What follows belongs to an exercise in optimizing a design on an open flow for small area, a short achievable clock period and few clock cycles per item; a production flow would make more cautious choices.
Where RTL was checked, it was by simulation tests only, not by an equivalence proof against the original.
No functional check of the RTL was part of runs 1, 2 and 5 to 7.
Power is estimated from default activity; no workload was simulated.

**flow/flow/run.sh**
```bash
#!/bin/bash
# Standard layout, with the port buffers made of buf_4 cells instead of the
# default choice (a slow delay buffer).
set -euo pipefail
export BUFFER_PORTS_ARGS="-buffer_cell sky130_fd_sc_hd__buf_4"
bash standard.sh > standard_flow.log 2>&1
```
**flow/standard.sh**
```bash
#!/bin/bash
# synth_recipe.tcl (not shown) runs the flow's synth.tcl, then flattens the netlist and writes it again
# the make line also repeats each setting of config.mk as NAME=value (left out here)
make -C /OpenROAD-flow-scripts/flow DESIGN_CONFIG=/design/flow/config.mk WORK_HOME=/design/flow/orfs CLKGATE_MAP_FILE= SYNTH_SCRIPT=/design/flow/synth_recipe.tcl "${@:-finish}"
```
**flow/config.mk**
```make
export PLATFORM = sky130hd
export DESIGN_NAME = pdcch_top
export DESIGN_NICKNAME = pdcch_top
export VERILOG_FILES = /design/flow/design.v
export SDC_FILE = /design/flow/constraint.sdc
export NUM_CORES = 4
export LEC_CHECK = 0
export ABC_CLOCK_PERIOD_IN_PS = 2500
export CAP_MARGIN = 20
export CORE_MARGIN = 2
export CORE_UTILIZATION = 40
export SETUP_SLACK_MARGIN = 5
export SLEW_MARGIN = 20
```
**flow/constraint.sdc**
```tcl
create_clock -name core_clock -period 8.5 [get_ports {clk}]
set_input_delay 1.7000 -clock core_clock [delete_from_list [all_inputs] [get_ports {clk}]]
set_output_delay 1.7000 -clock core_clock [all_outputs]
set_load 0.01 [all_outputs]
```
**flow/design.v**
```verilog
module pdcch_top #(parameter
  TOP_CONFIG_BIT_WIDTH=110,
  CONT_CONFIG_BIT_WIDTH=105,
  OP_DATA_WIDTH=8,
  FIFO_DEPTH=16,
  PTR_SIZE=$clog2(FIFO_DEPTH)
)(
  input                             clk,
  input                             reset,
  input  [TOP_CONFIG_BIT_WIDTH-1:0] s_axis_top_config_data,
  input                             s_axis_top_config_valid,
  output                            s_axis_top_config_ready,
  output [OP_DATA_WIDTH-1:0]        m_axis_top_data,
  output                            m_axis_top_valid,
  input                             m_axis_top_ready
);
  localparam [30:0] X1C = 31'h5e485840;   
  localparam [30:0] R0  = 31'h0099110e;   
  localparam [30:0] R1  = 31'h0132221c;   
  wire [109:0] din  = s_axis_top_config_data;
  wire         vin  = s_axis_top_config_valid;
  wire         mrdy = m_axis_top_ready;
  wire [8:0]  bwpsize  = din[109:101];
  wire [11:0] bwpstart = din[100:89];
  wire        c1       = (din[88:87] == 2'd1);
  wire [6:0]  slot     = din[86:80];
  wire [15:0] nid      = din[79:64];
  wire [3:0]  sym      = din[63:60];
  wire [12:0] doff     = din[57:45];
  function automatic [30:0] a1_2(input [30:0] s);
    a1_2 = {s[4]^s[1], s[3]^s[0], s[30:2]};
  endfunction
  function automatic [30:0] a2_2(input [30:0] s);
    a2_2 = {s[4]^s[3]^s[2]^s[1], s[3]^s[2]^s[1]^s[0], s[30:2]};
  endfunction
  function automatic [30:0] a1_16(input [30:0] s);
    integer m;
    reg [15:0] e;
    begin
      for (m = 0; m < 16; m = m + 1) e[m] = s[m] ^ s[m+3];
      a1_16 = {e, s[30:16]};
    end
  endfunction
  function automatic [30:0] a2_16(input [30:0] s);
    integer m;
    reg [15:0] e;
    begin
      for (m = 0; m < 16; m = m + 1) e[m] = s[m] ^ s[m+1] ^ s[m+2] ^ s[m+3];
      a2_16 = {e, s[30:16]};
    end
  endfunction
  reg        s_wait, s_mul, s_skip, s_acc, s_emit;
  reg [30:0] x1, u;
  reg [13:0] acc;
  reg [12:0] sk;
  reg        fast, skz;             
  reg [16:0] cnt;
  reg        last;                  
  reg [3:0]  j;
  reg        bjr;                   
  reg [1:0]  pst;
  reg        pcur;
  reg [1:0]  od, td;                
  reg        ov, tv;
  wire p_ok   = (pst == 2'd3);
  wire gen    = (s_emit || (s_acc && !cnt[16])) && !tv;
  wire load   = p_ok && (s_wait || (s_emit && !tv && last));
  wire sk_run = s_skip && !skz;
  wire [1:0] item = {x1[1] ^ (^(u & R1)), x1[0] ^ (^(u & R0))};
  wire cnt_hi0  = (cnt[16:4] == 13'd0);
  wire cnt_is1  = cnt_hi0 && (cnt[3:0] == 4'd1);
  wire cnt_is8  = cnt_hi0 && (cnt[3:0] == 4'd8);
  wire [16:0] cnt_op  = s_mul ? {5'd0, x1[11:0]} :
                        (s_skip && fast) ? 17'h1fff8 : 17'h1ffff;
  wire [16:0] cnt_sum = cnt + cnt_op;
  wire sk_is1   = (sk == 13'd1);
  wire sk_is8   = (sk == 13'd8);
  wire [12:0] sk_dec = sk - ((s_skip && fast) ? 13'd8 : 13'd1);
  wire skip_end = fast ? sk_is8 : sk_is1;
  wire [10:0] a_val = {sk[10:4], 4'b0} - {3'b0, sk[10:4], 1'b0} + {7'b0, sk[3:0]} + 11'd1;
  wire [13:0] bsh   = {nid[11:0], 1'b1, 1'b0};    
  wire [13:0] acc_add = {acc[12:0], 1'b0} + {1'b0, sk};
  wire [11:0] six_b = {sk[8:0], 2'b00} + {1'b0, sk[8:0], 1'b0};   
  reg [12:0] sk_n;
  reg        sk_w, fast_n, skz_n;
  always @(*) begin
    sk_w   = 1'b0;
    sk_n   = sk;
    fast_n = fast && (sk[12:3] != 10'd1);
    skz_n  = skip_end;
    if (!pcur) begin
      if (vin) begin sk_w = 1'b1; sk_n = {2'b00, slot, sym}; end
    end else if (pst == 2'd1) begin
      sk_w = 1'b1; sk_n = {2'b00, a_val};
    end else if (pst == 2'd2 && j == 4'd0) begin
      sk_w = 1'b1; sk_n = {4'd0, bwpsize};
    end
    if (load) begin
      sk_w   = 1'b1;
      sk_n   = c1 ? {1'b0, bwpstart} : doff;
      fast_n = |doff[12:3];
      skz_n  = c1 ? (bwpstart == 12'd0) : (doff == 13'd0);
    end else if (s_mul) begin
      sk_w   = 1'b1;
      sk_n   = skz ? doff : sk_dec;
      fast_n = |doff[12:3];
      skz_n  = skz ? (doff == 13'd0) : sk_is1;
    end else if (sk_run) begin
      sk_w   = 1'b1;
      sk_n   = sk_dec;
    end
  end
  always @(posedge clk) begin
    if (sk_w) begin
      sk   <= sk_n;
      fast <= fast_n;
      skz  <= skz_n;
    end
  end
  wire lfsr_en = load || sk_run || gen || (s_mul && skz);
  always @(posedge clk) begin
    if (lfsr_en) begin
      if (load) begin
        u  <= {acc, nid, 1'b0};
        x1 <= c1 ? {X1C[30:12], six_b} : X1C;
      end else if (s_mul) begin
        x1 <= X1C;
      end else if (s_skip && fast) begin
        x1 <= a1_16(x1);
        u  <= a2_16(u);
      end else begin
        x1 <= a1_2(x1);
        u  <= a2_2(u);
      end
    end
  end
  always @(posedge clk) begin
    if (load) begin
      cnt  <= c1 ? 17'd0 : {5'd0, six_b};
      last <= c1 || (sk[8:0] == 9'd0);
    end else if (s_mul) begin
      if (!skz) cnt <= {1'b0, cnt_sum[15:0]};
      else      last <= (cnt == 17'd0);
    end else if (sk_run || gen) begin
      cnt  <= cnt_sum;
      last <= (s_skip && fast) ? cnt_is8 : cnt_is1;
    end
  end
  always @(posedge clk) begin
    if (!pcur) begin
      acc <= 14'd0;
    end else if (pst == 2'd1) begin
      j   <= 4'd13;
      bjr <= nid[12];
    end else if (pst == 2'd2) begin
      acc <= bjr ? acc_add : {acc[12:0], 1'b0};
      j   <= j - 4'd1;
      bjr <= bsh[j];
    end
  end
  always @(posedge clk) begin
    if (reset) begin
      s_wait <= 1'b1;
      s_mul  <= 1'b0;
      s_skip <= 1'b0;
      s_acc  <= 1'b0;
      s_emit <= 1'b0;
      pst    <= 2'd0;
      pcur   <= 1'b0;
      ov     <= 1'b0;
      tv     <= 1'b0;
    end else begin
      if (tv) begin
        if (mrdy) begin
          od <= td;
          tv <= 1'b0;
        end
      end else if (gen) begin
        if (!ov || mrdy) begin
          od <= item;
          ov <= 1'b1;
        end else begin
          td <= item;
          tv <= 1'b1;
        end
      end else if (mrdy)
        ov <= 1'b0;
      if (!pcur) begin
        if (vin) begin
          pst  <= 2'd1;
          pcur <= 1'b1;
        end
      end else if (pst == 2'd1)
        pst <= 2'd2;
      else if (pst == 2'd2 && j == 4'd0)
        pst <= 2'd3;
      if (s_acc) begin
        pcur <= 1'b0;
        pst  <= 2'd0;
      end
      if (load) begin
        s_wait <= 1'b0;
        s_emit <= 1'b0;
        s_mul  <= c1;
        s_acc  <= !c1 && (doff == 13'd0);
        s_skip <= !c1 && (doff != 13'd0);
      end else if (s_mul) begin
        if (skz) begin
          s_mul  <= 1'b0;
          s_skip <= 1'b1;
        end
      end else if (s_skip) begin
        if (skz || skip_end) begin
          s_skip <= 1'b0;
          s_acc  <= 1'b1;
        end
      end else if (s_acc) begin
        s_acc <= 1'b0;
        if (cnt[16] || (gen && last)) s_wait <= 1'b1;
        else                          s_emit <= 1'b1;
      end else if (s_emit) begin
        if (gen && last) begin
          s_emit <= 1'b0;
          s_wait <= 1'b1;
        end
      end
    end
  end
  assign s_axis_top_config_ready = s_acc;
  assign m_axis_top_valid = ov;
  assign m_axis_top_data  = {6'b000000, od};
endmodule
```
==> summary.txt, run 1 <==
Hold path
  • Hold Path Class: flip-flop to flip-flop
  • WHS Endpoint: acc[13]
  • Hold_sp: acc[13]
  • Hold path depth: 2

Drt
  • First-pass detailed-route iteration total: 7
  • DR vias: a little over 8,000
  • Via-per-instance ratio: around 5.6
  • Drt total wl: 27,200 um
  • Drc violations: 0
  • Routed Antenna Nets: 0
  • Starting DRC count in detailed routing: 635
  • Post-DR wirelength/cell: 18.8 um

Timing
  • Max Clock Freq: 295 MHz
  • Tcrit/Tclk final: 39.9%
  • Unrepaired setup endpoints after global routing: no
  • Slew margin rel.: 21.4%
  • Post-Route Setup TNS: 0 ps
  • Hold Vio Cnt, Final: 0
  • Minimum clock period: 3400 ps
  • Final setup violating endpoints: 0
  • Final Max Slew Viols: 0
  • Worst slew pin tran: roughly 1200 ps
  • Worst Skew: 9.05 ps
  • Setup WS post-layout: 5100 ps

Cells and area
  • Final nets: 1,309
  • Layout area overhead: 15.4%
  • Post-route cell area: 11,100 sq um
  • Multi-input gate area: about 5600 sq um
  • Fraction of layout cells with a size suffix above 1: between 10% and 20%
  • Storage cell area: roughly 3600 sq um
  • FILL cells: 2,252
  • Ant diodes: 0

GRT
  • Remaining Overflow, GRT: 0
  • Number of global-route vias before repair: 7,818
  • First-pass GRT wire length: ~43,000 um
  • Largest net degree at the start of global routing: 61
  • Initial antenna violation count: 0
  • GRT Util Overall: 21.2%

Place
  • Post-DP HPWL: ~19,000 um
  • Post-Place Cell Area: 10,400 sq um
  • Buffers on Ports: 70
  • Setup slack at placement: 3950 ps
  • GP Congestion: 0.908

Critical path
  • WP data arrival: 3660 ps
  • R2r setup slk: 5130 ps
  • Worst path bufs/invs: 1
  • Critical Path End Type: flip-flop
  • RR Startpoint: fast
  • CP required: 8770 ps
  • CP cell instances: buf_4, nand2b_1, nor2_1, a222oi_1, o21ai_0
  • Setup CP Type: primary input to flip-flop
  • Crit path max fanout: 11
  • Launching element type of the critical path: primary input
  • Delay-heaviest family, CP: simple AND/OR/NAND/NOR gates
  • WP depth: 5
  • Worst path max stage delay: 950 ps
  • Crit path max-delay cell type: nor2_1
  • RR Endpoint: cnt[16]
  • Reg2reg path depth: 13

Clock network
  • H-tree Lvls: 4
  • Clk root buf: clkbuf_16
  • CTS tree: done
  • Clk buf depth: 2
  • Clock slew seen by the registers of the worst setup and hold paths: ~60 ps
  • Worst-skew pair later-pin latency: 430 ps
  • CTS Buf Count: 17
  • Num Clock Sinks: 128
  • Hold buffers post-CTS: 0

Run status
  • Status: no timing/DRC/antenna violations

Yosys
  • Syn avg cell area: 9.10 sq um
  • Synth area leaders: edfxtp_1 32%, ha_1 9.7%, xnor2_1 7.5%
  • EDFF count, synth: 104
  • Area share of the largest cell type after synthesis: between 30% and 40%
  • Yosys warns: 1
  • Seq cells post-synth: 128
  • Syn Std Cell Area: 9640 sq um
  • Synth Instances: about 1,100
  • Most area-hungry cell type in the Yosys netlist: edfxtp_1
  • FFs w/ async S/R, synth: 0%
  • Yosys cell types: 75
  • Synth cell count leaders: 116 x nand2_1, 104 x edfxtp_1, 103 x nor2_1
  • Ys flop type: edfxtp_1
  • Most common cell in the netlist: nand2_1
  • Sequential area share after synthesis: between 30% and 40%

Power
  • Peak supply drop: 79.1 uV
  • Internal power: about 0.0015 W
  • LEAKAGE: 4.24 nW
  • Sequential Power Share: 37.1%
  • Logic pwr share: between 30% and 40%
  • Clk pwr share: 32.2%
  • Power per cell area: 197 nW/um^2
  • Psw: 0.000733 W
  • Switching share of total power: 33.5%

Die
  • Die W: 159 um
  • Die Footprint: roughly 25,000 sq um
  • Io pins: 124
  • Core footprint: 23,500 sq um
  • Die Ht: between 150 and 200 um
  • Row Count: 56
  • Starting Density: 40.9%

Flow run
  • Maximum capacitance violations: 0
==> layout make-up <==
class                   instances  area share [%]
well taps                     319            3.59
inverters                      47            1.70
repair buffers                 89            6.50
clock inverters                 7           0.439
clock buffers                  25            4.65
flip-flops and latches        128            32.4
multi-input cells             833            50.7
==> kinds of logic (layout without fill, tap and decap cells) <==
kind of cell    after synthesis  after routing  share of synthesized area, %
mux                          30             30                          3.30
compound gates              284            284                          18.9
xor+xnor                    106            106                          9.63
flops                       128            128                          37.4
other cells                   1              6                        0.0389
buf+inv                     103            168                          4.56
simple gates                328            328                          15.6
fa+ha+maj                    79             79                          10.6
==> per-layer routing <==
| metal | share of wire [%] | wire length [um] | GRT usage [%] | up-vias |
|---|---|---|---|---|
| met5 | 0 | 0 | 0 | - |
| met4 | 1.6 | 433 | 6.94 | 0 |
| met3 | 5.5 | 1500 | 3.39 | 31 |
| met2 | 46 | 12500 | 33.3 | 265 |
| met1 | 47 | 12700 | 29.9 | 3831 |
| li1 | - | - | - | 3930 |
==> tightest hold or removal path, cell delays in order, from the launching register on <==
cell and delay [ps]:
dfxtp_1 310, nor2_1 80, a211oi_1 50
==> power by group through the flow <==
stage | sequential [W] | combinational [W] | clock, W
floorplan | 0.000794 | 0.000492 | 0
global placement | 0.000823 | 0.000648 | 0
detailed placement | 0.000825 | 0.000654 | 0
CTS | 0.000812 | 0.000662 | 0.000713
global route | 0.000818 | 0.000746 | 0.000739
finish | 0.000812 | 0.000672 | 0.000706
==> cell usage in the layout, fill, tap and decap left out, drive strengths merged, types with 22 or more instances in the layout <==
| cell type | Yosys | layout |
|---|---|---|
| edfxtp | 104 | 104 |
| mux2i | 25 | 25 |
| a31oi | 22 | 22 |
| nor2 | 104 | 104 |
| a21oi | 78 | 78 |
| nand2b | 23 | 23 |
| inv | 47 | 48 |
| buf | 22 | 87 |
| nand2 | 117 | 117 |
| xnor2 | 83 | 83 |
| dfxtp | 24 | 24 |
| o21ai | 74 | 74 |
| clkbuf | 34 | 26 |
| ha | 75 | 75 |
| xor2 | 23 | 23 |
==> state kept, by name, indices dropped and copies added, names as in the netlist, 2 cells and up <==
signal  flops
td          2
x1         31
j           4
pst         2
od          2
sk         13
u          31
cnt        17
acc        14
==> timing repair <==
action / in CTS / in global routing
pin swaps: 0 / 3
buffers inserted: 0 / 8
resized for setup: 9 / 3
endpoints found under the setup margin: 24 / 6
gates cloned: 1 / 1
==> per-stage QoR <==
step | cells | utilization [%] | power, W | hold slack, ps
floorplan | 1064 | - | 0.00129 | 463
global placement | 1406 | 44.2 | 0.00147 | 479
detailed placement | 1406 | 44.2 | 0.00148 | 482
CTS | 1439 | 46.8 | 0.00219 | 489
global route | 1448 | 47.2 | 0.00230 | 521
finish | 1448 | 47.2 | 0.00219 | 488
==> worst max-delay path by stage <==
stage,to,from
floorplan,cnt[14],s_skip
global placement,cnt[16],s_skip
detailed placement,cnt[16],s_skip
CTS,cnt[16],fast
global route,cnt[16],fast
finish,sk[6],s_axis_top_config_data[88]
==> inputs of run 2 (changes only) <==
==> flow/flow/run.sh (replaced) <==
#!/bin/bash
# Standard layout, with the port buffers made of buf_4 cells instead of the
# default choice (a slow delay buffer), and repair_timing aiming at a larger
# setup margin.
set -euo pipefail
export BUFFER_PORTS_ARGS="-buffer_cell sky130_fd_sc_hd__buf_4"
export SETUP_SLACK_MARGIN=5.8
bash standard.sh > standard_flow.log 2>&1
--- a/flow/config.mk
+++ b/flow/config.mk
@@ -9,5 +9,4 @@
 export CAP_MARGIN = 20
 export CORE_MARGIN = 2
 export CORE_UTILIZATION = 40
-export SETUP_SLACK_MARGIN = 5
 export SLEW_MARGIN = 20
==> run 2 against run 1 <==
Clock power increased by 15%. Final cell count increased by 3.0%. Fmax increased by 17%. Sequential power decreased by 2%. Non-clock buffer count increased by 40. Count of clock-buffer cells in the layout decreased by 7. Wire length increased by 4.6%. Critical path depth increased by 10. Worst setup slack improved by 490 ps. First-iteration DRC count increased by 18%. Via count increased by 4.5%. Worst hold slack improved by 3.7 ps. Critical endpoint is now cnt[16]. Largest cell class unchanged. Largest power group is now combinational cells.
==> summary.txt, run 2 <==
Run status
  • Status: no timing/DRC/antenna violations

Critical path
  • Reg2reg path depth: 15
  • Launching element type of the critical path: flip-flop
  • Setup CP Type: flip-flop to flip-flop
  • R2r setup slk: 5600 ps
  • WP data arrival: 3040 ps
  • Critical Path End Type: flip-flop
  • Crit path max fanout: 3
  • RR Endpoint: cnt[16]
  • CP required: 8640 ps
  • RR Startpoint: fast

Clock network
  • Clock slew seen by the registers of the worst setup and hold paths: 60 ps
  • Hold buffers post-CTS: 0
  • CTS Buf Count: 17
  • CTS tree: done
  • Clk buf depth: 2
  • Worst-skew pair later-pin latency: about 420 ps
  • Num Clock Sinks: 128
  • Clk root buf: clkbuf_16
  • H-tree Lvls: 4

Drt
  • DR vias: 8,421
  • Drc violations: 0
  • Starting DRC count in detailed routing: between 700 and 800
  • Drt total wl: 28,400 um
  • First-pass detailed-route iteration total: 5
  • Via-per-instance ratio: 5.65
  • Routed Antenna Nets: 0
  • Post-DR wirelength/cell: approximately 19 um

Die
  • Die Ht: 159 um
  • Die Footprint: 25,400 sq um
  • Starting Density: 40.9%
  • Row Count: 56
  • Die W: 159 um
  • Core footprint: approximately 24,000 sq um
  • Io pins: ~120

Yosys
  • Yosys warns: 1
  • Yosys cell types: 75
  • Most common cell in the netlist: nand2_1
  • Synth cell count leaders: 116 x nand2_1, 104 x edfxtp_1, 103 x nor2_1
  • Syn avg cell area: roughly 9.1 sq um
  • Sequential area share after synthesis: approximately 37%
  • Area share of the largest cell type after synthesis: 32.4%
  • Synth Instances: about 1,100
  • EDFF count, synth: 104
  • Most area-hungry cell type in the Yosys netlist: edfxtp_1
  • Ys flop type: edfxtp_1
  • FFs w/ async S/R, synth: 0%
  • Syn Std Cell Area: about 9600 sq um
  • Synth area leaders: edfxtp_1 32%, ha_1 9.7%, xnor2_1 7.5%
  • Seq cells post-synth: 128

Hold path
  • Hold Path Class: flip-flop to flip-flop
  • Hold path depth: 2
  • WHS Endpoint: acc[13]
  • Hold_sp: acc[13]

Flow run
  • Maximum capacitance violations: 0

Cells and area
  • Commonest non-fill, non-tap cell in the layout: buf_4
  • Largest regs: u (31), x1 (31), cnt (17)
  • Post-route cell area: between 10,000 and 15,000 sq um
  • Layout area overhead: 24.8%
  • Ant diodes: 0
  • Post-layout util: between 50 and 60%
  • Non-Filler Instances: 1,491
  • Final nets: around 1,400
  • Fraction of layout cells with a size suffix above 1: 22.4%
  • Commonest cells after routing, fill and taps aside: 118 x buf_4, 114 x nand2_1, 104 x edfxtp_1, 98 x nor2_1, 80 x xnor2_1

GRT
  • GR Util met3: 3.39%
  • Largest net degree at the start of global routing: 33
  • Remaining Overflow, GRT: 0
  • Most Crowded Layer GR: met2
  • Number of global-route vias before repair: 8,068
  • GR Util met2: between 30% and 40%
  • First-pass GRT wire length: 44,300 um
  • Met1 track demand over resource: 30.4%
  • Initial antenna violation count: 0
  • GRT Util Overall: 22.0%

Timing
  • Hold Vio Cnt, Final: 0
  • Post-Route Setup TNS: 0 ps
  • Worst slew pin tran: 758 ps
  • Minimum clock period: 2900 ps
  • Max Clock Freq: roughly 340 MHz
  • Final setup violating endpoints: 0
  • Final Max Slew Viols: 0
  • Worst Skew: 7.54 ps
  • Tcrit/Tclk final: between 30% and 40%
  • Unrepaired setup endpoints after global routing: yes
  • Slew margin rel.: 49.3%

Place
  • GP Congestion: 0.905
  • Post-DP HPWL: just under 20,000 um
  • DP Cell Count: 1,407
  • Buffers on Ports: 70
  • Post-Place Cell Area: ~10,000 sq um

Power
  • Internal power: 0.00164 W
  • LEAKAGE: 4.57 nW
  • Peak supply drop: 117 uV
  • Power per cell area: 203 nW/um^2
  • Clk pwr share: about a third
  • Switching share of total power: 32.9%
  • Sequential Power Share: 32.6%
  • Logic pwr share: 34.1%
  • Psw: 0.000803 W
[run 2: cell families (layout without fill, tap and decap cells)]
family	Yosys count	in the layout	share of synthesized area (%)
flops	128	128	37.4
xor+xnor	106	106	9.63
buf+inv	103	210	4.56
other cells	1	6	0.0389
fa+ha+maj	79	79	10.6
compound gates	284	285	18.9
simple gates	328	328	15.6
mux	30	30	3.30
[run 2: area by class of cell]
| class | count | area [sq um] |
|---|---|---|
| Inverter | 47 | 196 |
| Clock inverter | 14 | 213 |
| Tap cell | 319 | 399 |
| Fill cell | 2219 | 11500 |
| Timing Repair inverter | 2 | 17.5 |
| Multi-Input combinational cell | 834 | 6090 |
| Clock buffer | 18 | 429 |
| Sequential cell | 128 | 3610 |
| Timing Repair Buffer | 129 | 1070 |
[run 2: routing by layer]
layer	wire (um)	part of all wire [%]	up-vias
li1	-	-	4027
met1	12900	46	4015
met2	13200	47	326
met3	1670	5.9	53
met4	572	2.0	0
met5	0	0	-
[run 2: worst max-delay path by stage]
stage / start / endpoint / slack [ps] / cells past startpoint
6_report: fast / cnt[16] / 5600 / 15
5_1_grt: fast / cnt[16] / 5490 / 15
4_1_cts: fast / cnt[16] / 5430 / 15
3_5_place_dp: s_skip / cnt[16] / 4300 / 13
3_3_place_gp: s_skip / cnt[16] / 4290 / 13
2_1_floorplan: s_skip / cnt[14] / 5620 / 17
[run 2: per-stage QoR]
stage	hold WS (ps)	power, W	setup slack (ps)
2_1_floorplan	463	0.00129	5620
3_3_place_gp	483	0.00148	4290
3_5_place_dp	485	0.00149	4300
4_1_cts	496	0.00236	5430
5_1_grt	512	0.00255	5490
6_report	491	0.00244	5600
[run 2: power by group through the flow]
stage                     Clock [W]  Combinational (W)  Sequential (W)
after global placement            0           0.000657        0.000824
after CTS                  0.000818           0.000743        0.000799
final                      0.000812           0.000834        0.000796
after detailed placement          0           0.000663        0.000825
after global routing       0.000841           0.000909        0.000802
after floorplan                   0           0.000496        0.000794
[run 2: worst max-delay path, stage by stage (launching register included)]
cell	delay (ps)
edfxtp_1	370
and2_4	170
buf_12	120
inv_16	30
nor2_4	120
a21oi_2	50
ha_2	200
inv_2	50
fa_2	220
nor2b_4	50
o31a_1	260
o311a_4	330
o41ai_4	310
o21ai_2	140
xnor2_1	150
nor2_1	50
[run 2: timing repair]
action	CTS	global route
setup buffers	26	21
pin swaps	23	39
gates cloned	5	0
endpoints found under the setup margin	70	43
gates resized for setup	49	57
==> inputs of run 3 (changes only) <==
--- a/flow/design.v
+++ b/flow/design.v
@@ -22,7 +22,6 @@
   wire         mrdy = m_axis_top_ready;
   wire [8:0]  bwpsize  = din[109:101];
   wire [11:0] bwpstart = din[100:89];
-  wire        c1       = (din[88:87] == 2'd1);
   wire [6:0]  slot     = din[86:80];
   wire [15:0] nid      = din[79:64];
   wire [3:0]  sym      = din[63:60];
@@ -51,7 +50,8 @@
   endfunction
   reg        s_wait, s_mul, s_skip, s_acc, s_emit;
   reg [30:0] x1, u;
-  reg [13:0] acc;
+  reg [15:0] acc;
+  reg        c1, dz, df;            
   reg [12:0] sk;
   reg        fast, skz;             
   reg [16:0] cnt;
@@ -70,16 +70,15 @@
   wire cnt_hi0  = (cnt[16:4] == 13'd0);
   wire cnt_is1  = cnt_hi0 && (cnt[3:0] == 4'd1);
   wire cnt_is8  = cnt_hi0 && (cnt[3:0] == 4'd8);
-  wire [16:0] cnt_op  = s_mul ? {5'd0, x1[11:0]} :
-                        (s_skip && fast) ? 17'h1fff8 : 17'h1ffff;
-  wire [16:0] cnt_sum = cnt + cnt_op;
+  wire [16:0] cnt_dec = (s_skip && fast) ? {cnt[16:3] - 14'd1, cnt[2:0]} : cnt - 17'd1;
   wire sk_is1   = (sk == 13'd1);
   wire sk_is8   = (sk == 13'd8);
   wire [12:0] sk_dec = sk - ((s_skip && fast) ? 13'd8 : 13'd1);
   wire skip_end = fast ? sk_is8 : sk_is1;
   wire [10:0] a_val = {sk[10:4], 4'b0} - {3'b0, sk[10:4], 1'b0} + {7'b0, sk[3:0]} + 11'd1;
-  wire [13:0] bsh   = {nid[11:0], 1'b1, 1'b0};    
-  wire [13:0] acc_add = {acc[12:0], 1'b0} + {1'b0, sk};
+  wire [15:0] bsh   = {2'b00, nid[11:0], 1'b1, 1'b0};   
+  wire [15:0] bsh2  = {4'd0, bwpstart[10:0], 1'b0};    
+  wire [15:0] acc_add = {acc[14:0], 1'b0} + {3'b0, sk};
   wire [11:0] six_b = {sk[8:0], 2'b00} + {1'b0, sk[8:0], 1'b0};   
   reg [12:0] sk_n;
   reg        sk_w, fast_n, skz_n;
@@ -92,19 +91,19 @@
       if (vin) begin sk_w = 1'b1; sk_n = {2'b00, slot, sym}; end
     end else if (pst == 2'd1) begin
       sk_w = 1'b1; sk_n = {2'b00, a_val};
-    end else if (pst == 2'd2 && j == 4'd0) begin
+    end else if (pst == 2'd2 && j == 4'd0 && !s_mul) begin
       sk_w = 1'b1; sk_n = {4'd0, bwpsize};
     end
     if (load) begin
       sk_w   = 1'b1;
-      sk_n   = c1 ? {1'b0, bwpstart} : doff;
-      fast_n = |doff[12:3];
-      skz_n  = c1 ? (bwpstart == 12'd0) : (doff == 13'd0);
+      sk_n   = c1 ? {1'b0, six_b} : doff;
+      fast_n = df;
+      skz_n  = dz;
     end else if (s_mul) begin
-      sk_w   = 1'b1;
-      sk_n   = skz ? doff : sk_dec;
-      fast_n = |doff[12:3];
-      skz_n  = skz ? (doff == 13'd0) : sk_is1;
+      sk_w   = (pst == 2'd3);
+      sk_n   = doff;
+      fast_n = df;
+      skz_n  = dz;
     end else if (sk_run) begin
       sk_w   = 1'b1;
       sk_n   = sk_dec;
@@ -117,13 +116,11 @@
       skz  <= skz_n;
     end
   end
-  wire lfsr_en = load || sk_run || gen || (s_mul && skz);
+  wire lfsr_en = load || sk_run || gen;
   always @(posedge clk) begin
     if (lfsr_en) begin
       if (load) begin
-        u  <= {acc, nid, 1'b0};
-        x1 <= c1 ? {X1C[30:12], six_b} : X1C;
-      end else if (s_mul) begin
+        u  <= {acc[13:0], nid, 1'b0};
         x1 <= X1C;
       end else if (s_skip && fast) begin
         x1 <= a1_16(x1);
@@ -136,26 +133,33 @@
   end
   always @(posedge clk) begin
     if (load) begin
-      cnt  <= c1 ? 17'd0 : {5'd0, six_b};
-      last <= c1 || (sk[8:0] == 9'd0);
+      cnt  <= {5'd0, six_b};
+      last <= (sk[8:0] == 9'd0);
     end else if (s_mul) begin
-      if (!skz) cnt <= {1'b0, cnt_sum[15:0]};
-      else      last <= (cnt == 17'd0);
+      cnt  <= {1'b0, acc};
+      last <= (acc == 16'd0);
     end else if (sk_run || gen) begin
-      cnt  <= cnt_sum;
+      cnt  <= cnt_dec;
       last <= (s_skip && fast) ? cnt_is8 : cnt_is1;
     end
   end
   always @(posedge clk) begin
-    if (!pcur) begin
-      acc <= 14'd0;
+    c1 <= (din[88:87] == 2'd1);
+    dz <= (doff == 13'd0);
+    df <= |doff[12:3];
+    if (load) begin
+      acc <= 16'd0;
+      j   <= 4'd11;
+      bjr <= bwpstart[11];
+    end else if (!pcur) begin
+      acc <= 16'd0;
     end else if (pst == 2'd1) begin
       j   <= 4'd13;
       bjr <= nid[12];
     end else if (pst == 2'd2) begin
-      acc <= bjr ? acc_add : {acc[12:0], 1'b0};
+      acc <= bjr ? acc_add : {acc[14:0], 1'b0};
       j   <= j - 4'd1;
-      bjr <= bsh[j];
+      bjr <= s_mul ? bsh2[j] : bsh[j];
     end
   end
   always @(posedge clk) begin
@@ -194,6 +198,8 @@
         pst <= 2'd2;
       else if (pst == 2'd2 && j == 4'd0)
         pst <= 2'd3;
+      if (load && c1)
+        pst <= 2'd2;
       if (s_acc) begin
         pcur <= 1'b0;
         pst  <= 2'd0;
@@ -202,10 +208,10 @@
         s_wait <= 1'b0;
         s_emit <= 1'b0;
         s_mul  <= c1;
-        s_acc  <= !c1 && (doff == 13'd0);
-        s_skip <= !c1 && (doff != 13'd0);
+        s_acc  <= !c1 && dz;
+        s_skip <= !c1 && !dz;
       end else if (s_mul) begin
-        if (skz) begin
+        if (pst == 2'd3) begin
           s_mul  <= 1'b0;
           s_skip <= 1'b1;
         end
--- a/flow/flow/run.sh
+++ b/flow/flow/run.sh
@@ -4,5 +4,5 @@
 # setup margin.
 set -euo pipefail
 export BUFFER_PORTS_ARGS="-buffer_cell sky130_fd_sc_hd__buf_4"
-export SETUP_SLACK_MARGIN=5.8
+export SETUP_SLACK_MARGIN=5.5
 bash standard.sh > standard_flow.log 2>&1
==> run 3 against run 2 <==
Highest routed layer unchanged. Combinational power rose by 14%. Core utilization fell by 4.0 points. Synthesized cell count rose by 2.0%. Sequential cell count rose by 5. Cell area fell by 8.5%. Sequential share of layout area rose by 2.8 points. First-iteration DRC count fell by 12%. Worst setup slack got worse by 43 ps. Clock skew rose by 6.6 ps. Fmax fell by 1.4%.
==> summary.txt, run 3 <==
Run status
  • Status: no timing/DRC/antenna violations

Critical path
  • Setup CP Type: flip-flop to output port
  • Crit path max-delay cell type: dfxtp_1
  • Launching element type of the critical path: flip-flop
  • RR Startpoint: sk[1]
  • CP required: 6800 ps
  • Crit path max fanout: 8
  • WP depth: 1
  • R2r setup slk: about 5700 ps
  • Delay-heaviest family, CP: flip-flops
  • Reg2reg path depth: 12
  • Worst path max stage delay: 600 ps
  • Critical Path End Type: output port
  • CP cell instances: buf_4
  • WP data arrival: 1240 ps
  • Worst Setup SP: s_acc
  • Worst path bufs/invs: 1

Die
  • Die Footprint: 25,100 sq um
  • Die Ht: 158 um
  • Core footprint: between 20,000 and 25,000 sq um
  • Starting Density: 40.7%
  • Row Count: 56
  • Io pins: between 100 and 150
  • Die W: 158 um

Timing
  • Worst Skew: ~14 ps
  • Final Max Slew Viols: 0
  • Worst slew pin tran: about 900 ps
  • Setup WS post-layout: 5560 ps
  • Tcrit/Tclk final: 34.6%
  • Post-Route Setup TNS: 0 ps
  • Max Clock Freq: 340 MHz
  • Minimum clock period: 2940 ps
  • Slew margin rel.: 39.9%
  • Final setup violating endpoints: 0
  • Hold Vio Cnt, Final: 0
  • Unrepaired setup endpoints after global routing: no

Power
  • LEAKAGE: 4.20 nW
  • Power per cell area: 241 nW/um^2
  • Peak supply drop: between 100 and 150 uV
  • Pwr Total: 0.00265 W

Yosys
  • Adder-cell share of the synthesized area: 8.64%
  • Syn Std Cell Area: 9520 sq um
  • Post-Synth Simple-Gate Area: 16.7%
  • Area share of the largest cell type after synthesis: 30.0%
  • Sequential area share after synthesis: 37.9%
  • Most area-hungry cell type in the Yosys netlist: edfxtp_1
  • Yosys cell types: 67
  • Most common cell in the netlist: nand2_1
  • Yosys warns: 1
  • Seq cells post-synth: 133
  • FFs w/ async S/R, synth: 0%
  • Syn avg cell area: 8.82 sq um
  • Largest family of logic cells by synthesized area: compound AO/OA/AOI/OAI gates
  • EDFF count, synth: 95
  • Fraction of the mapped netlist area in compound gates: about a fifth
  • Synth Instances: 1,080
  • Synth area leaders: edfxtp_1 30%, ha_1 8.0%, dfxtp_1 8.0%
  • Synth cell count leaders: 126 x nand2_1, 105 x nor2_1, 95 x edfxtp_1
  • Ys flop type: edfxtp_1
  • Multiplexer share of the synthesized area: 3.28%
  • Synth Area in XOR/XNOR: about a tenth

Cells and area
  • Multi-input gate area: 5560 sq um
  • Commonest cells after routing, fill and taps aside: 125 x nand2_1, 104 x nor2_1, 95 x edfxtp_1, 86 x buf_4, 85 x o21ai_0
  • Fraction of layout cells with a size suffix above 1: 12.7%
  • Final nets: 1,308
  • Ant diodes: 0
  • Layout area overhead: 15.6%
  • Post-route cell area: roughly 11,000 sq um
  • Non-Filler Instances: between 1,000 and 1,500
  • Storage cell area: 3610 sq um
  • Commonest non-fill, non-tap cell in the layout: nand2_1
  • Largest regs: u (31), x1 (31), cnt (17)
  • FILL cells: 2,273

Clock network
  • H-tree Lvls: 4
  • Worst-skew pair later-pin latency: 440 ps
  • Num Clock Sinks: roughly 130
  • CTS Buf Count: 17
  • CTS tree: done
  • Clock slew seen by the registers of the worst setup and hold paths: 60 ps
  • Clk buf depth: 2
  • Clk root buf: clkbuf_16

Place
  • Buffers on Ports: 70
  • GP Congestion: about 0.94
  • Setup slack at placement: 5230 ps
  • Post-DP HPWL: roughly 19,000 um
  • Post-Place Cell Area: 10,300 sq um
  • DP Cell Count: 1,419

Drt
  • Drc violations: 0
  • First-pass detailed-route iteration total: 5
  • DR vias: 8,104
  • Routed Antenna Nets: 0
  • Via-per-instance ratio: 5.54
  • Drt total wl: 26,500 um
  • Post-DR wirelength/cell: 18.1 um
  • Starting DRC count in detailed routing: 661

GRT
  • Remaining Overflow, GRT: 0
  • GRT Util Overall: 21.8%
  • First-pass GRT wire length: 41,800 um
  • Initial antenna violation count: 0
  • Number of global-route vias before repair: 7,639
  • Largest net degree at the start of global routing: between 70 and 80

Hold path
  • Hold path depth: 2
  • Hold Path Class: flip-flop to flip-flop
  • Hold_sp: acc[14]

Flow run
  • Maximum capacitance violations: 0
## run 3: metrics by stage
| step | hold WS [ps] | util (%) |
|---|---|---|
| 2_1_floorplan | 456 | - |
| 3_3_place_gp | 495 | 44.0 |
| 3_5_place_dp | 491 | 44.0 |
| 4_1_cts | 495 | 46.6 |
| 5_1_grt | 513 | 47.0 |
| 6_report | 497 | 47.0 |
## run 3: area by class of cell
| class | instances | area share, % |
|---|---|---|
| clock buffers | 21 | 4.09 |
| clock inverters | 11 | 1.36 |
| inverters | 42 | 1.43 |
| multi-input cells | 848 | 50.5 |
| flip-flops and latches | 133 | 32.8 |
| well taps | 319 | 3.62 |
| repair buffers | 88 | 6.15 |
## run 3: path summary, 6_finish.rpt
path                                  end
setup / recovery  s_axis_top_config_ready
hold / removal                    cnt[14]
setup reg to reg                    sk[9]
hold reg to reg                   cnt[14]
## run 3: logic make-up after synthesis
| kind of cell | count (synthesis) |
|---|---|
| flops | 133 |
| compound gates | 296 |
| mux | 26 |
| xor+xnor | 107 |
| fa+ha+maj | 64 |
| buf+inv | 104 |
| other cells | 1 |
| simple gates | 349 |
## run 3: per-layer routing
metal | part of all wire (%) | global-route usage [%] | up-vias
met2 | 47 | 34.9 | 207
li1 | - | - | 4011
met4 | 1.7 | 6.44 | 0
met3 | 4.3 | 3.13 | 35
met1 | 47 | 30.6 | 3851
met5 | 0 | 0 | -
## run 3: repair_timing
| action | in CTS | in global routing |
|---|---|---|
| resized for setup | 2 | 10 |
| cloned | 0 | 0 |
| endpoints found under the setup margin | 3 | 9 |
| setup buffers | 2 | 9 |
| hold buffers | 0 | 0 |
## run 3: where the power goes
| group | internal (W) | leakage, nW | switching [W] |
|---|---|---|---|
| combinational | 0.000417 | 2.71 | 0.000536 |
| sequential | 0.000818 | 1.20 | 0.000112 |
| clock | 0.000471 | 0.290 | 0.000299 |
| total | 0.00171 | 4.20 | 0.000946 |
Testbench counts of run 3, summed over its fixed seeds: cycles 14,881, items 13,663.
==> inputs of run 4 (changes only) <==
--- a/flow/flow/run.sh
+++ b/flow/flow/run.sh
@@ -4,5 +4,5 @@
 # setup margin.
 set -euo pipefail
 export BUFFER_PORTS_ARGS="-buffer_cell sky130_fd_sc_hd__buf_4"
-export SETUP_SLACK_MARGIN=5.5
+export SETUP_SLACK_MARGIN=5.8
 bash standard.sh > standard_flow.log 2>&1
==> run 4 against run 3 <==
Still clean on timing, DRC and antenna. Total power is 0.93% higher. Global-route usage is 0.71 points lower. Fmax is 8.8% higher. Sequential share of layout area is 0.46 points lower. Register-to-register slack better by 120 ps. Synthesized cell count stayed put. Sequential power is 2% lower. Critical path type is now flip-flop to flip-flop.
==> summary.txt, run 4 <==
Timing
  • Hold Slack: approximately 490 ps
  • Hold Vio Cnt, Final: 0
  • Minimum clock period: 2710 ps
  • Tcrit/Tclk final: 31.8%
  • Final Max Slew Viols: 0
  • Worst slew pin tran: 856 ps
  • Max Clock Freq: between 300 and 400 MHz
  • Post-Route Setup TNS: 0 ps
  • Slew margin rel.: 42.9%
  • Final setup violating endpoints: 0
  • Unrepaired setup endpoints after global routing: yes
  • Worst Skew: 18.3 ps

Clock network
  • CTS Buf Count: 17
  • Clock slew seen by the registers of the worst setup and hold paths: 70 ps
  • Worst-skew pair later-pin latency: 430 ps
  • Clk buf depth: 2
  • H-tree Lvls: 4
  • CTS tree: done
  • Num Clock Sinks: 133
  • Clk root buf: clkbuf_16

Yosys
  • Most common cell in the netlist: nand2_1
  • Synth cell count leaders: 126 x nand2_1, 105 x nor2_1, 95 x edfxtp_1
  • Yosys warns: 1
  • Syn Std Cell Area: 9520 sq um
  • EDFF count, synth: 95
  • Most area-hungry cell type in the Yosys netlist: edfxtp_1
  • Syn avg cell area: 8.82 sq um
  • Synth area leaders: edfxtp_1 30%, ha_1 8.0%, dfxtp_1 8.0%
  • Ys flop type: edfxtp_1
  • Yosys cell types: 67
  • Seq cells post-synth: 133
  • Area share of the largest cell type after synthesis: 30.0%
  • Synth Instances: between 1,000 and 1,500
  • FFs w/ async S/R, synth: 0%
  • Sequential area share after synthesis: between 30% and 40%

GRT
  • First-pass GRT wire length: 40,800 um
  • GRT Util Overall: 21.1%
  • GR Util met3: between 3 and 4%
  • Remaining Overflow, GRT: 0
  • Initial antenna violation count: 0
  • Number of global-route vias before repair: about 7,700
  • Met1 track demand over resource: just under 30%
  • GR Util met2: 34.5%
  • Largest net degree at the start of global routing: 76
  • Most Crowded Layer GR: met2

Power
  • LEAKAGE: 4.24 nW
  • Peak supply drop: 115 uV
  • Power per cell area: 239 nW/um^2

Place
  • Post-DP HPWL: 18,800 um
  • GP Congestion: 0.899
  • Buffers on Ports: 70

Die
  • Die Footprint: 25,100 sq um
  • Io pins: 124
  • Core footprint: 23,400 sq um
  • Die W: 158 um
  • Row Count: 56
  • Starting Density: 40.7%
  • Die Ht: 158 um

Hold path
  • Hold Path Class: flip-flop to flip-flop
  • Hold_sp: s_acc

Critical path
  • CP required: 8680 ps
  • RR Startpoint: sk[1]
  • Critical Path End Type: flip-flop
  • Setup CP Type: flip-flop to flip-flop
  • Launching element type of the critical path: flip-flop
  • WP data arrival: 2880 ps
  • Worst Setup SP: sk[1]
  • Crit path max fanout: 3

Run status
  • Status: no timing/DRC/antenna violations

Cells and area
  • Fraction of layout cells with a size suffix above 1: 15.6%
  • FILL cells: 2,242
  • Commonest non-fill, non-tap cell in the layout: nand2_1
  • Largest regs: u (31), x1 (31), cnt (17)
  • Layout area overhead: 17.4%
  • Ant diodes: 0
  • Final nets: 1,314
  • Commonest cells after routing, fill and taps aside: 123 x nand2_1, 104 x nor2_1, 95 x edfxtp_1, 90 x buf_4, 84 x xnor2_1

Drt
  • Via-per-instance ratio: around 5.5
  • Drt total wl: between 20,000 and 30,000 um
  • Routed Antenna Nets: 0
  • Starting DRC count in detailed routing: roughly 580
  • Post-DR wirelength/cell: 17.7 um
  • First-pass detailed-route iteration total: 5
  • DR vias: 8,061
  • Drc violations: 0

Flow run
  • Maximum capacitance violations: 0
run 4: cell counts after synthesis:
Identical to the previous run, type by type.
run 4: critical path, cell delays in order, from the launching register on:
cell and delay [ps]:
edfxtp_1 410, inv_2 100, ha_4 200, inv_2 60, ha_4 130, inv_2 40, fa_2 380, nand2b_4 170
a21o_1 170, o31ai_2 220, xnor2_1 90, a221o_1 320, a21o_1 170
run 4: final cells by class:
type                       instances  area [sq um]  share of cell area (%)
timing repair buffer              94           736                    6.58
tap                              319           399                    3.57
clock inverter                    15           159                    1.42
multi-input combinational        848          5690                    50.9
sequential                       133          3620                    32.4
clock buffer                      17           425                    3.80
inverter                          42           158                    1.41
run 4: stage by stage:
step	total power (W)	area, sq um	utilization (%)	std cells	setup slack (ps)
floorplan	0.00162	9580	-	1085	5630
global placement	0.00186	10300	44.1	1420	5320
detailed placement	0.00187	10300	44.1	1420	5330
CTS	0.00263	11000	47.2	1463	5750
global route	0.00283	11200	47.8	1468	5710
finish	0.00268	11200	47.8	1468	5790
run 4: per-layer routing:
metal / up-vias / part of all wire, %
li1: 4004 / -
met1: 3814 / 47
met2: 215 / 47
met3: 28 / 4.3
met4: 0 / 1.5
met5: - / 0
run 4: cell families (layout without fill, tap and decap cells):
group,Yosys count,in the layout,synth area share (%)
and+or+nand+nor,349,349,16.7
AOI/OAI and AO/OA,296,296,19.2
DFF,133,133,37.9
xor gates and xnor gates,107,107,9.84
buffers and inverters,104,168,4.34
adders and majority gates,64,64,8.64
muxes,26,26,3.28
other,1,6,0.0394
run 4: where the power goes:
| part | internal [W] | switching, W | leakage (nW) |
|---|---|---|---|
| Clock | 0.000416 | 0.000322 | 0.286 |
| Sequential | 0.000818 | 0.0000938 | 1.20 |
| Combinational | 0.000449 | 0.000580 | 2.76 |
| Total | 0.00168 | 0.000995 | 4.24 |
run 4: final timing paths:
kind | cells after the start | end | slack, ps
hold reg to reg | 1 | pst[1] | 490
hold / removal | 1 | pst[1] | 490
setup / recovery | 12 | sk[9] | 5790
setup reg to reg | 12 | sk[9] | 5790
run 4: repair_timing:
| item | in CTS | in global routing |
|---|---|---|
| pin swaps | 2 | 6 |
| hold buffers | 0 | 0 |
| resized for setup | 18 | 27 |
| setup buffers | 11 | 5 |
| setup endpoints to repair | 74 | 28 |
==> inputs of run 5 (changes only) <==
--- a/flow/design.v
+++ b/flow/design.v
@@ -73,7 +73,7 @@
   wire [16:0] cnt_dec = (s_skip && fast) ? {cnt[16:3] - 14'd1, cnt[2:0]} : cnt - 17'd1;
   wire sk_is1   = (sk == 13'd1);
   wire sk_is8   = (sk == 13'd8);
-  wire [12:0] sk_dec = sk - ((s_skip && fast) ? 13'd8 : 13'd1);
+  wire [12:0] sk_dec = (s_skip && fast) ? {sk[12:3] - 10'd1, sk[2:0]} : {sk[12:3], sk[2:0] - 3'd1};
   wire skip_end = fast ? sk_is8 : sk_is1;
   wire [10:0] a_val = {sk[10:4], 4'b0} - {3'b0, sk[10:4], 1'b0} + {7'b0, sk[3:0]} + 11'd1;
   wire [15:0] bsh   = {2'b00, nid[11:0], 1'b1, 1'b0};   
==> flow/flow/run.sh (replaced) <==
#!/bin/bash
# Standard layout with two changes: the port buffers are buf_1 (inputs) and
# buf_4 (outputs) instead of the default choice (a slow delay buffer), and
# repair_timing aims at a larger setup margin.
set -euo pipefail
here=$(cd "$(dirname "$0")" && pwd)
export BUFFER_PORTS_ARGS="-inputs -buffer_cell sky130_fd_sc_hd__buf_1"
export PRE_GLOBAL_PLACE_TCL="$here/ports.tcl"
export SETUP_SLACK_MARGIN=5.8
bash standard.sh > standard_flow.log 2>&1
==> flow/flow/ports.tcl (new file) <==
# Output ports get buf_4 buffers (they drive the 10 fF port load); the input
# ports are buffered with buf_1 through BUFFER_PORTS_ARGS.
buffer_ports -outputs -buffer_cell sky130_fd_sc_hd__buf_4
==> run 5 against run 4 <==
Critical path depth is 5 lower. Register-to-register slack better by 100 ps. Critical path type is now primary input to flip-flop. Cell area is 3.7% lower. Highest routed layer unchanged. Via count is 0.41% lower. Non-clock buffer count is 2 lower.
==> summary.txt, run 5 <==
Run status
  • Status: no timing/DRC/antenna violations

Clock network
  • Num Clock Sinks: 133
  • Clock slew seen by the registers of the worst setup and hold paths: roughly 60 ps
  • CTS Buf Count: 17
  • CTS tree: done
  • H-tree Lvls: 4
  • Clk root buf: clkbuf_16
  • Worst-skew pair later-pin latency: 420 ps
  • Clk buf depth: 2

Place
  • Post-DP HPWL: 18,300 um
  • DP Cell Count: 1,388
  • GP Congestion: 0.901
  • Buffers on Ports: 70
  • Setup slack at placement: between 5000 and 6000 ps

Yosys
  • Synth Instances: 1,052
  • Syn Std Cell Area: 9490 sq um
  • Syn avg cell area: 9.02 sq um
  • Seq cells post-synth: ~130
  • Sequential area share after synthesis: 38.1%
  • Area share of the largest cell type after synthesis: a little under a third
  • Most common cell in the netlist: nand2_1
  • Most area-hungry cell type in the Yosys netlist: edfxtp_1
  • Ys flop type: edfxtp_1
  • EDFF count, synth: 95
  • Yosys cell types: 74
  • Yosys warns: 1
  • Synth cell count leaders: 128 x nand2_1, 95 x edfxtp_1, 93 x nor2_1
  • Synth area leaders: edfxtp_1 30%, dfxtp_1 8.0%, xnor2_1 7.7%
  • FFs w/ async S/R, synth: 0%

Timing
  • Worst Skew: 12.2 ps
  • Hold Vio Cnt, Final: 0
  • Setup WS post-layout: 5900 ps
  • Post-Route Setup TNS: 0 ps
  • Hold Slack: 520 ps
  • Max Clock Freq: 384 MHz
  • Slew margin rel.: 34.9%
  • Worst slew pin tran: ~980 ps
  • Final Max Slew Viols: 0
  • Minimum clock period: 2600 ps
  • Unrepaired setup endpoints after global routing: yes
  • Final setup violating endpoints: 0
  • Tcrit/Tclk final: 30.6%

Drt
  • Drt total wl: 25,700 um
  • Routed Antenna Nets: 0
  • DR vias: 8,028
  • Starting DRC count in detailed routing: just over 800
  • Via-per-instance ratio: 5.58
  • Post-DR wirelength/cell: 17.8 um
  • Drc violations: 0
  • First-pass detailed-route iteration total: 5

Cells and area
  • Fraction of layout cells with a size suffix above 1: between 8 and 9%
  • Commonest non-fill, non-tap cell in the layout: nand2_1
  • Commonest cells after routing, fill and taps aside: 127 x nand2_1, 95 x edfxtp_1, 91 x nor2_1, 83 x xnor2_1, 66 x buf_1
  • Largest regs: u (31), x1 (31), cnt (17)
  • Non-Filler Instances: 1,438
  • Layout area overhead: 13.4%
  • FILL cells: around 2,200
  • Final nets: around 1,300
  • Ant diodes: 0

Power
  • Power per cell area: 245 nW/um^2
  • Peak supply drop: 135 uV
  • LEAKAGE: between 3 and 4 nW

Die
  • Core footprint: 23,400 sq um
  • Die Ht: 158 um
  • Starting Density: 40.5%
  • Row Count: 56
  • Die W: 158 um
  • Io pins: ~120
  • Die Footprint: 25,000 sq um

GRT
  • GR Util met2: 32.6%
  • First-pass GRT wire length: 40,100 um
  • Met1 track demand over resource: about 29%
  • GRT Util Overall: 20.7%
  • Number of global-route vias before repair: 7,395
  • Largest net degree at the start of global routing: between 70 and 80
  • Initial antenna violation count: 0
  • GR Util met3: about 3.8%
  • Most Crowded Layer GR: met2
  • Remaining Overflow, GRT: 0

Critical path
  • Crit path max fanout: 2
  • CP required: 8640 ps
  • Launching element type of the critical path: primary input
  • Critical Path End Type: flip-flop
  • Setup CP Type: primary input to flip-flop
  • WP data arrival: between 2000 and 3000 ps

Hold path
  • Hold Path Class: flip-flop to flip-flop

Flow run
  • Maximum capacitance violations: 0
==> run 5: cell count changes in the layout (fill, tap and decap cells not counted), sizes merged, moves of 8 or more <==
| cell | change |
|---|---|
| nor2 | -12 |
| a21oi | -11 |
| clkbuf | +8 |
| o21ai | -23 |
| o211ai | +9 |
==> run 5: worst paths after layout <==
check	start	endpoint	slack (ps)	depth (start not counted)
max	s_axis_top_config_data[71]	bjr	5900	7
min	acc[15]	cnt[15]	520	2
max reg2reg	sk[2]	sk[9]	5900	10
min reg2reg	acc[15]	cnt[15]	520	2
==> run 5: cell families after synthesis <==
kind of cell / Yosys count / synth area share [%]
and+or+nand+nor: 332 / 15.9
AOI/OAI and AO/OA: 287 / 19.8
DFF: 133 / 38.1
buffers and inverters: 107 / 4.83
xor gates and xnor gates: 103 / 9.51
adders and majority gates: 61 / 8.28
muxes: 28 / 3.52
other: 1 / 0.0395
==> run 5: critical path: stages <==
cell and delay [ps]:
buf_1 100, mux2i_1 240, a211oi_2 110, a311oi_1 260, a311oi_1 70, a21oi_1 160
o31ai_1 110
==> run 5: cell type report <==
type                            count  area (sq um)  share of cell area, %
Multi-Input combinational cell    817          5510                   51.2
Timing Repair Buffer               92           479                   4.45
Tap cell                          319           399                   3.71
Inverter                           45           176                   1.64
Sequential cell                   133          3620                   33.6
Clock inverter                      6          35.0                  0.325
Clock buffer                       26           551                   5.11
==> run 5: where the power goes <==
group | total, W | leakage [nW] | internal [W] | switching [W]
Sequential | 0.000942 | 1.19 | 0.000825 | 0.000117
Combinational | 0.000965 | 2.46 | 0.000421 | 0.000543
Clock | 0.000726 | 0.294 | 0.000444 | 0.000281
Total | 0.00263 | 3.95 | 0.00169 | 0.000942
==> run 5: metal layers <==
layer / vias to the layer above / routed length, um
li1: 3922 / -
met1: 3826 / 12000
met2: 247 / 11800
met3: 33 / 1440
met4: 0 / 467
met5: - / 0
==> run 5: per-stage QoR <==
step / util, % / instance area [sq um] / total power (W)
after global routing: 46.0 / 10800 / 0.00279
after global placement: 42.5 / 9960 / 0.00185
after floorplan: - / 9530 / 0.00162
final: 46.0 / 10800 / 0.00263
after detailed placement: 42.5 / 9960 / 0.00186
after CTS: 45.3 / 10600 / 0.00260
==> run 5: repair_timing <==
action	CTS	global route
setup buffers	3	15
pin swaps	0	5
setup endpoints to repair	33	88
hold buffers	0	0
resized for setup	10	17
==> inputs of run 6 (changes only) <==
--- a/flow/design.v
+++ b/flow/design.v
@@ -70,10 +70,13 @@
   wire cnt_hi0  = (cnt[16:4] == 13'd0);
   wire cnt_is1  = cnt_hi0 && (cnt[3:0] == 4'd1);
   wire cnt_is8  = cnt_hi0 && (cnt[3:0] == 4'd8);
-  wire [16:0] cnt_dec = (s_skip && fast) ? {cnt[16:3] - 14'd1, cnt[2:0]} : cnt - 17'd1;
+  wire        dec8    = s_skip && fast;
+  wire [13:0] cnt_hid = cnt[16:3] - 14'd1;
+  wire [16:0] cnt_dec = {(dec8 || cnt[2:0] == 3'd0) ? cnt_hid : cnt[16:3],
+                         dec8 ? cnt[2:0] : cnt[2:0] - 3'd1};
   wire sk_is1   = (sk == 13'd1);
   wire sk_is8   = (sk == 13'd8);
-  wire [12:0] sk_dec = (s_skip && fast) ? {sk[12:3] - 10'd1, sk[2:0]} : {sk[12:3], sk[2:0] - 3'd1};
+  wire [12:0] sk_dec = dec8 ? {sk[12:3] - 10'd1, sk[2:0]} : {sk[12:3], sk[2:0] - 3'd1};
   wire skip_end = fast ? sk_is8 : sk_is1;
   wire [10:0] a_val = {sk[10:4], 4'b0} - {3'b0, sk[10:4], 1'b0} + {7'b0, sk[3:0]} + 11'd1;
   wire [15:0] bsh   = {2'b00, nid[11:0], 1'b1, 1'b0};   
==> run 6 against run 5 <==
Register-to-register slack about the same. Die area decreased by 0.15%. Combinational power decreased by 11%. Count of clock-buffer cells in the layout decreased by 9. Via count decreased by 0.50%. Clock skew increased by 4.4 ps. Worst setup slack got worse by 88 ps. First-iteration DRC count decreased by 16%. Synthesized cell count increased by 1.5%. Largest cell class unchanged. Highest routed layer unchanged.
==> summary.txt, run 6 <==
Cells and area
  • Non-Filler Instances: 1,452
  • Ant diodes: 0
  • Fraction of layout cells with a size suffix above 1: 8.91%
  • Largest regs: u (31), x1 (31), cnt (17)
  • Commonest cells after routing, fill and taps aside: 147 x nand2_1, 95 x nor2_1, 95 x edfxtp_1, 82 x xnor2_1, 79 x a21oi_1
  • Layout area overhead: 12.8%
  • Final nets: about 1,300
  • Commonest non-fill, non-tap cell in the layout: nand2_1

Drt
  • DR vias: 7,988
  • Drt total wl: approximately 25,000 um
  • Starting DRC count in detailed routing: just under 700
  • Routed Antenna Nets: 0
  • Drc violations: 0
  • Via-per-instance ratio: roughly 5.5
  • Post-DR wirelength/cell: between 15 and 20 um
  • First-pass detailed-route iteration total: 5

Yosys
  • Synth Instances: 1,068
  • Yosys warns: 1
  • Syn Std Cell Area: between 9000 and 10,000 sq um
  • FFs w/ async S/R, synth: 0%
  • Most common cell in the netlist: nand2_1
  • Syn avg cell area: 8.87 sq um
  • EDFF count, synth: 95
  • Ys flop type: edfxtp_1
  • Most area-hungry cell type in the Yosys netlist: edfxtp_1
  • Area share of the largest cell type after synthesis: 30.1%
  • Synth area leaders: edfxtp_1 30%, dfxtp_1 8.0%, ha_1 7.7%
  • Yosys cell types: 77
  • Synth cell count leaders: 149 x nand2_1, 95 x edfxtp_1, 95 x nor2_1
  • Sequential area share after synthesis: 38.1%
  • Seq cells post-synth: 133

Critical path
  • WP data arrival: 2870 ps
  • Worst path bufs/invs: 1
  • Delay-heaviest family, CP: multiplexers
  • R2r setup slk: 5900 ps
  • Crit path max-delay cell type: mux4_2
  • RR Endpoint: sk[4]
  • Crit path max fanout: 2
  • Reg2reg path depth: 7
  • RR Startpoint: pst[1]
  • CP cell instances: buf_6, mux4_2, mux2i_2, nand3_1, a221oi_2, nor2_1
  • Setup CP Type: primary input to flip-flop
  • CP required: 8680 ps
  • Worst path max stage delay: 460 ps
  • Launching element type of the critical path: primary input
  • Critical Path End Type: flip-flop

Clock network
  • Hold buffers post-CTS: 0
  • Num Clock Sinks: about 130
  • Clk root buf: clkbuf_16
  • Clk buf depth: 2
  • Clock slew seen by the registers of the worst setup and hold paths: around 60 ps
  • Worst-skew pair later-pin latency: 430 ps
  • CTS tree: done
  • H-tree Lvls: 4
  • CTS Buf Count: 17

Timing
  • Final Max Slew Viols: 0
  • Slew margin rel.: between 30% and 40%
  • Hold Vio Cnt, Final: 0
  • Worst Skew: 16.6 ps
  • Unrepaired setup endpoints after global routing: yes
  • Minimum clock period: 2690 ps
  • Final setup violating endpoints: 0
  • Tcrit/Tclk final: 31.7%
  • Post-Route Setup TNS: 0 ps
  • Worst slew pin tran: roughly 940 ps
  • Max Clock Freq: 371 MHz

Flow run
  • Maximum capacitance violations: 0

Power
  • Internal power: 0.00156 W
  • Logic pwr share: 35.2%
  • Switching share of total power: a little over a third
  • LEAKAGE: a little under 4 nW
  • Power per cell area: 230 nW/um^2
  • Clk pwr share: about 28%
  • Sequential Power Share: 36.9%
  • Peak supply drop: 119 uV
  • Psw: 0.000897 W

Place
  • Post-DP HPWL: 18,100 um
  • Buffers on Ports: 70
  • GP Congestion: 0.897
  • DP Cell Count: 1,404

Die
  • Die Ht: 158 um
  • Die W: 158 um
  • Row Count: 56
  • Core footprint: 23,300 sq um
  • Starting Density: roughly two fifths
  • Die Footprint: 24,900 sq um
  • Io pins: 124

Hold path
  • Hold_sp: dz
  • Hold Path Class: flip-flop to flip-flop
  • WHS Endpoint: s_acc
  • Hold path depth: 2

GRT
  • Initial antenna violation count: 0
  • GRT Util Overall: 20.7%
  • Remaining Overflow, GRT: 0
  • Number of global-route vias before repair: 7,325
  • Largest net degree at the start of global routing: 77
  • First-pass GRT wire length: 40,100 um

Run status
  • Status: no timing/DRC/antenna violations
[run 6: cell types whose count changed after synthesis, sizes merged, moves of 5 or more]
cell	change
a21o	-7
o21ai	+14
a21oi	+15
nand2	+22
nand2b	+5
nor4	+6
a211oi	-12
o211ai	-7
o22ai	+5
[run 6: worst max-delay path by stage]
stage	start	end	slack [ps]	cells after the start
after floorplan	s_axis_top_config_data[96]	bjr	5600	6
after global placement	s_axis_top_config_data[67]	bjr	5320	6
after detailed placement	s_axis_top_config_data[66]	bjr	5320	6
after CTS	sk[4]	sk[5]	5720	11
after global routing	s_axis_top_config_data[67]	bjr	5710	6
final	s_axis_top_config_data[67]	bjr	5810	6
[run 6: cells by family after synthesis]
family                     count (synthesis)  share of synthesized area (%)
AOI/OAI and AO/OA                        282                           18.5
xor gates and xnor gates                 103                           9.52
adders and majority gates                 61                           8.29
buffers and inverters                    104                           4.90
DFF                                      133                           38.1
muxes                                     25                           3.25
other                                      1                         0.0396
and+or+nand+nor                          359                           17.3
[run 6: worst min-delay path, cell delays in order, from the launching register on]
cell,delay [ps]
dfxtp_1,320
nand3b_1,80
a21oi_1,60
[run 6: per-layer routing]
| layer | part of all wire, % | global-route usage [%] |
|---|---|---|
| met1 | 48 | 30.0 |
| met2 | 46 | 32.0 |
| met3 | 5.1 | 2.76 |
| met4 | 1.4 | 5.97 |
| met5 | 0 | 0 |
[run 6: power groups by stage]
stage	registers, W	logic (W)	clock network, W
final	0.000906	0.000863	0.000685
after CTS	0.000912	0.000820	0.000697
after floorplan	0.000867	0.000654	0
after detailed placement	0.000930	0.000803	0
after global placement	0.000929	0.000797	0
after global routing	0.000918	0.000960	0.000722
[run 6: cell type report]
cell class	count	area [sq um]
tap	319	399
sequential	133	3620
clock inverter	15	119
multi-input combinational	836	5500
timing repair buffer	90	467
inverter	42	158
clock buffer	17	425
fill	2289	12600
[run 6: through the flow]
step	instance area [sq um]	util (%)	hold WS [ps]	power (W)	setup WS [ps]
final	10700	45.8	497	0.00245	5810
after global routing	10700	45.8	532	0.00260	5710
after CTS	10500	45.1	511	0.00243	5720
after detailed placement	9950	42.6	498	0.00173	5320
after global placement	9950	42.6	494	0.00173	5320
after floorplan	9530	-	473	0.00152	5600
[run 6: timing repair]
item,4_1_cts,5_1_grt
setup buffers,2,14
resized for setup,3,17
setup endpoints to repair,17,26
cloned,0,0
pin swaps,0,5
==> inputs of run 7 (changes only) <==
--- a/flow/config.mk
+++ b/flow/config.mk
@@ -5,6 +5,7 @@
 export SDC_FILE = /design/flow/constraint.sdc
 export NUM_CORES = 4
 export LEC_CHECK = 0
+export ABC_AREA = 1
 export ABC_CLOCK_PERIOD_IN_PS = 2500
 export CAP_MARGIN = 20
 export CORE_MARGIN = 2
==> run 7 against run 6 <==
Worst setup slack gained 76 ps. Combinational power grew 0.9%. Sequential cell count is the same. Largest cell class unchanged. Clock skew shrank 6.0 ps. Fmax grew 2.9%.
==> summary.txt, run 7 <==
Yosys
  • Synth Instances: 1,361
  • Fraction of the mapped netlist area in compound gates: between 10% and 20%
  • Synth Area in XOR/XNOR: 5.71%
  • Adder-cell share of the synthesized area: approximately 7.8%
  • Syn Std Cell Area: 10,100 sq um
  • Ys flop type: edfxtp_1
  • FFs w/ async S/R, synth: 0%
  • Yosys warns: 1
  • Multiplexer share of the synthesized area: 0%
  • Area share of the largest cell type after synthesis: 28.3%
  • Seq cells post-synth: 133
  • Sequential area share after synthesis: 35.8%
  • Synth area leaders: edfxtp_1 28%, nand2_1 14%, dfxtp_1 7.5%
  • EDFF count, synth: 95

Power
  • Sequential Power Share: 35.1%
  • LEAKAGE: 4.91 nW
  • Clk pwr share: a little under a third
  • Internal power: 0.00162 W
  • Switching share of total power: approximately 37%
  • Psw: 0.000938 W

Die
  • Io pins: around 120
  • Row Count: 58
  • Die W: 163 um

Cells and area
  • Commonest cells after routing, fill and taps aside: 362 x nand2_1, 160 x inv_1, 101 x nor2_1, 95 x a21oi_1, 95 x edfxtp_1
  • Non-Filler Instances: 1,757
  • Largest regs: u (31), x1 (31), cnt (17)
  • Fraction of layout cells with a size suffix above 1: under 10%
  • Final nets: 1,589
  • Layout area overhead: 11.9%
  • Ant diodes: 0

Drt
  • Via-per-instance ratio: 5.28
  • Max Used Layer: met4
  • Metal2 WL: 12,800 um
  • Drc violations: 0
  • Drt total wl: 28,200 um
  • DRT met1 WL: 13,300 um
  • WL met3: 1590 um
  • Starting DRC count in detailed routing: 756
  • Routed Antenna Nets: 0

GRT
  • GRT Util Overall: 21.2%
  • Initial antenna violation count: 0
  • Number of global-route vias before repair: 8,461
  • First-pass GRT wire length: 44,300 um

Hold path
  • Hold_sp: td[1]

Critical path
  • Crit path max fanout: 9
  • Setup CP Type: flip-flop to flip-flop
  • Critical Path End Type: flip-flop
  • Launching element type of the critical path: flip-flop
  • WP data arrival: 2770 ps
  • Worst Setup SP: sk[3]

Timing
  • Final setup violating endpoints: 0
  • Final Max Slew Viols: 0
  • Tcrit/Tclk final: 30.8%
  • Worst slew pin tran: 847 ps
  • Post-Route Setup TNS: 0 ps
  • Unrepaired setup endpoints after global routing: yes
  • Slew margin rel.: between 40% and 50%
  • Minimum clock period: between 2000 and 3000 ps
  • Max Clock Freq: 382 MHz

Clock network
  • Clock slew seen by the registers of the worst setup and hold paths: 60 ps
  • CTS tree: done
  • H-tree Lvls: 4
  • Clk root buf: clkbuf_16
  • Worst-skew pair later-pin latency: 430 ps
  • Num Clock Sinks: 133
  • Clk buf depth: 2

Run status
  • Status: no timing/DRC/antenna violations

Flow run
  • Maximum capacitance violations: 0

Place
  • GP Congestion: 0.858
  • Post-DP HPWL: 20,600 um
  • Setup slack at placement: between 5000 and 6000 ps
run 7: cell count changes in the layout (fill, tap and decap cells not counted), moves of 14 or more:
cell	delta
mux2i_1	-17
nand2b_1	-16
nand4_1	+14
nand2_1	+215
nand3_1	+67
xnor2_1	-49
a211oi_1	-15
inv_1	+121
o211ai_1	+14
a21oi_1	+16
run 7: layout make-up:
cell class / instances / area [sq um] / area share, %
Clock buffer: 24 / 567 / 5.02
Clock inverter: 8 / 77.6 / 0.688
Multi-Input combinational cell: 1010 / 5600 / 49.6
Sequential cell: 133 / 3610 / 32.0
Inverter: 173 / 649 / 5.76
Timing Repair Buffer: 79 / 365 / 3.24
Tap cell: 330 / 413 / 3.66
run 7: worst paths after layout:
check,endpoint,slack (ps),cells after the start
max,sk[6],5880,8
min reg2reg,od[1],520,2
max reg2reg,sk[6],5880,8
min,od[1],520,2
run 7: power groups by stage:
| stage | Sequential [W] | Combinational (W) | Clock, W |
|---|---|---|---|
| floorplan | 0.000867 | 0.000665 | 0 |
| global placement | 0.000916 | 0.000821 | 0 |
| detailed placement | 0.000918 | 0.000827 | 0 |
| CTS | 0.000902 | 0.000840 | 0.000800 |
| global route | 0.000907 | 0.000998 | 0.000827 |
| finish | 0.000898 | 0.000871 | 0.000789 |
run 7: worst max-delay path, cell delays in order (launching register included):
cell and delay (ps):
edfxtp_1 590, inv_1 180, ha_1 410, a21oi_1 170, nand2_1 130, o21ai_0 420
nand3_1 140, o21ai_0 150, nand3_1 140
run 7: through the flow:
stage / hold WS [ps] / power (W) / instance area [sq um]
2_1_floorplan: 471 / 0.00153 / 10100
3_3_place_gp: 499 / 0.00174 / 10500
3_5_place_dp: 503 / 0.00175 / 10500
4_1_cts: 517 / 0.00254 / 11200
5_1_grt: 533 / 0.00273 / 11300
6_report: 518 / 0.00256 / 11300
run 7: kinds of logic after synthesis:
group           count (synthesis)
fa+ha+maj                      61
compound gates                263
xor+xnor                       64
flops                         133
simple gates                  614
other cells                     1
buf+inv                       225
run 7: per-layer routing:
layer  GRT usage, %  vias up
li1               -     4641
met3           3.26       32
met5              0        -
met1           30.2     4308
met4           5.67        0
met2           33.5      294
run 7: repair_timing:
action / CTS / global route
resized for setup: 2 / 9
pin swaps: 1 / 3
endpoints found under the setup margin: 36 / 27
gates cloned: 1 / 1
buffers inserted: 1 / 8

Check on run 7: ideal ports give 5.884 ns setup slack; a clkbuf_16 on the clock port and buf_2 on the inputs give 5.872 ns; moving port delays by the midpoint clock arrival (0.471 ns) as well gives 5.456 ns.
